Background: an optimization exercise with open tools, aiming at small area. Do not read the settings as production practice.
Function was checked by simulation only, so behaviour that the tests miss may differ from the original.
No activity file was given, so power comes from the tool's default toggle rates.

## attitude_estimation
module attitude_estimation(
    input clk,
    input reset,
    output SCLK,
    output MOSI,
    input  MISO_G,
    output SS_G,
    input  MISO_A,
    output SS_A,
    output [15:0] gyro_x,
    output [15:0] gyro_y,
    output [15:0] accl_x,
    output [15:0] accl_y,
    output [15:0] accl_z
    );
Size in the first run: roughly 170 flip-flops, about 88 I/O pins, roughly 6700 um2 of cells after synthesis.
==> flow/config.mk <==
export PLATFORM = sky130hd
export DESIGN_NAME = attitude_estimation
export DESIGN_NICKNAME = attitude_estimation
export VERILOG_FILES = /design/flow/design.v
export SDC_FILE = /design/flow/constraint.sdc
export NUM_CORES = 4
export LEC_CHECK = 0
export CAP_MARGIN = 20
export CORE_MARGIN = 2
export CORE_UTILIZATION = 70
export CTS_BUF_LIST = sky130_fd_sc_hd__clkbuf_8
export PLACE_DENSITY = 0.8
export SLEW_MARGIN = 20
==> flow/constraint.sdc <==
create_clock -name core_clock -period 16.0 [get_ports {clk}]
set_input_delay 3.2000 -clock core_clock [delete_from_list [all_inputs] [get_ports {clk}]]
set_output_delay 3.2000 -clock core_clock [all_outputs]
set_load 0.01 [all_outputs]
standard.sh (not shown) runs the stock make flow with config.mk's settings and CLKGATE_MAP_FILE= SYNTH_SCRIPT=/design/flow/synth_recipe.tcl, a recipe that flattens the netlist after the stock synthesis.
==> flow/flow/run.sh <==
#!/bin/bash
# Standard layout, except: port buffers use the smallest buffer cell, and
# clock tree synthesis inserts no dummy loads.
set -euo pipefail
export BUFFER_PORTS_ARGS="-buffer_cell sky130_fd_sc_hd__buf_1"
export CTS_ARGS="-sink_clustering_enable -repair_clock_nets -dont_use_dummy_load -buf_list sky130_fd_sc_hd__clkbuf_8 -sink_clustering_size 30 -sink_clustering_max_diameter 80 -sink_clustering_levels 1"
bash standard.sh finish > standard_finish.log 2>&1
Change:
==> flow/flow/run.sh (replaced) <==
#!/bin/bash
# Standard layout, except: port buffers use the smallest buffer cell, and
# clock tree synthesis inserts no dummy loads.
set -euo pipefail
export BUFFER_PORTS_ARGS="-buffer_cell sky130_fd_sc_hd__buf_1"
export CTS_ARGS="-sink_clustering_enable -repair_clock_nets -dont_use_dummy_load -buf_list sky130_fd_sc_hd__clkbuf_8"
bash standard.sh finish > standard_finish.log 2>&1
After rerunning: Worst setup slack does not change; fmax does not change; sequential share of layout area does not change; synthesized cell count does not change; core utilization is unchanged; combinational power barely changes; first-iteration DRC count is unchanged; design area does not change; hold slack does not change; total power does not change; register-to-register slack stays flat.
Change:
==> flow/flow/run.sh (replaced) <==
#!/bin/bash
# Standard layout, except: port buffers use the smallest buffer cell, and
# clock tree synthesis inserts no dummy loads.
set -euo pipefail
export BUFFER_PORTS_ARGS="-buffer_cell sky130_fd_sc_hd__buf_1"
export CTS_ARGS="-sink_clustering_enable -repair_clock_nets -dont_use_dummy_load -buf_list sky130_fd_sc_hd__clkbuf_8 -sink_buffer_max_cap_derate 1.0"
bash standard.sh finish > standard_finish.log 2>&1
Effect:
- The changed run completed with no timing, DRC or antenna violations
- synthesized cell count is unchanged
- clock skew does not change
- routed wire length does not change
- sequential cell count stays the same
Change:
==> flow/flow/run.sh (replaced) <==
#!/bin/bash
# Standard layout, except: port buffers use the smallest buffer cell, and
# clock tree synthesis inserts no dummy loads.
set -euo pipefail
export BUFFER_PORTS_ARGS="-buffer_cell sky130_fd_sc_hd__buf_1"
export CTS_ARGS="-sink_clustering_enable -repair_clock_nets -dont_use_dummy_load -buf_list sky130_fd_sc_hd__clkbuf_16 -sink_buffer_max_cap_derate 1.0"
bash standard.sh finish > standard_finish.log 2>&1
Outcome: Via count went up by 1.0%. Global-route usage grows by 1.5 points. Total power rises by 14%.
Change:
==> flow/flow/run.sh (replaced) <==
#!/bin/bash
# Standard layout, except: port buffers use the smallest buffer cell, and
# clock tree synthesis inserts no dummy loads.
set -euo pipefail
export BUFFER_PORTS_ARGS="-buffer_cell sky130_fd_sc_hd__buf_1"
export CTS_ARGS="-repair_clock_nets -dont_use_dummy_load -buf_list sky130_fd_sc_hd__clkbuf_8"
bash standard.sh finish > standard_finish.log 2>&1
What happened: Flip-flop and latch count stays the same; via count decreases by 1.0%; global-route usage came out lower by 1.5 points.
Change:
==> flow/flow/run.sh (replaced) <==
#!/bin/bash
# Standard layout, except: port buffers use the smallest buffer cell, and
# clock tree synthesis inserts no dummy loads.
set -euo pipefail
export BUFFER_PORTS_ARGS="-buffer_cell sky130_fd_sc_hd__buf_1"
export CTS_ARGS="-sink_clustering_enable -repair_clock_nets -dont_use_dummy_load -buf_list sky130_fd_sc_hd__clkbuf_8 -sink_clustering_size 30 -sink_clustering_max_diameter 80"
bash standard.sh finish > standard_finish.log 2>&1
Outcome:
- setup slack stays the same
- clock power hardly moves
- clock-buffer cell count is unchanged
- wire length is unchanged
- die area stays the same
- power stays the same
- cell count is unchanged
- final area does not change
- synthesized cell count is unchanged
- area after synthesis is unchanged

## separate check: timing with driven ports
The results above use ideal ports. As a check the final layouts listed here were re-extracted and re-timed, cells and wires unchanged. Step 1 assumes that a clkbuf_16 drives the clock port and a buf_2 every other input. Step 2 adds t to the input delays and takes it off the output delays; t is the mean of the earliest and latest rising clock arrival at the registers after step 1. Input paths then give back, and output paths get back, about the clock's delay inside the block. Three values: no drivers, after step 1, after step 2; two values: the first two.
run | t, ns | setup WS [ns] | worst slew at a driven data input, ns
the first run | 0.462 | 3.590 / 3.590 / 3.590 | 0.03
the second run | 0.462 | 3.590 / 3.590 / 3.590 | 0.03
the third run | 0.462 | 3.590 / 3.590 / 3.590 | 0.03
the fourth run | 0.442 | 3.578 / 3.578 / 3.578 | 0.03
the fifth run | 0.462 | 3.590 / 3.590 / 3.590 | 0.03
the sixth run | 0.462 | 3.590 / 3.590 / 3.590 | 0.03
After both steps setup and hold are still met in every run listed.
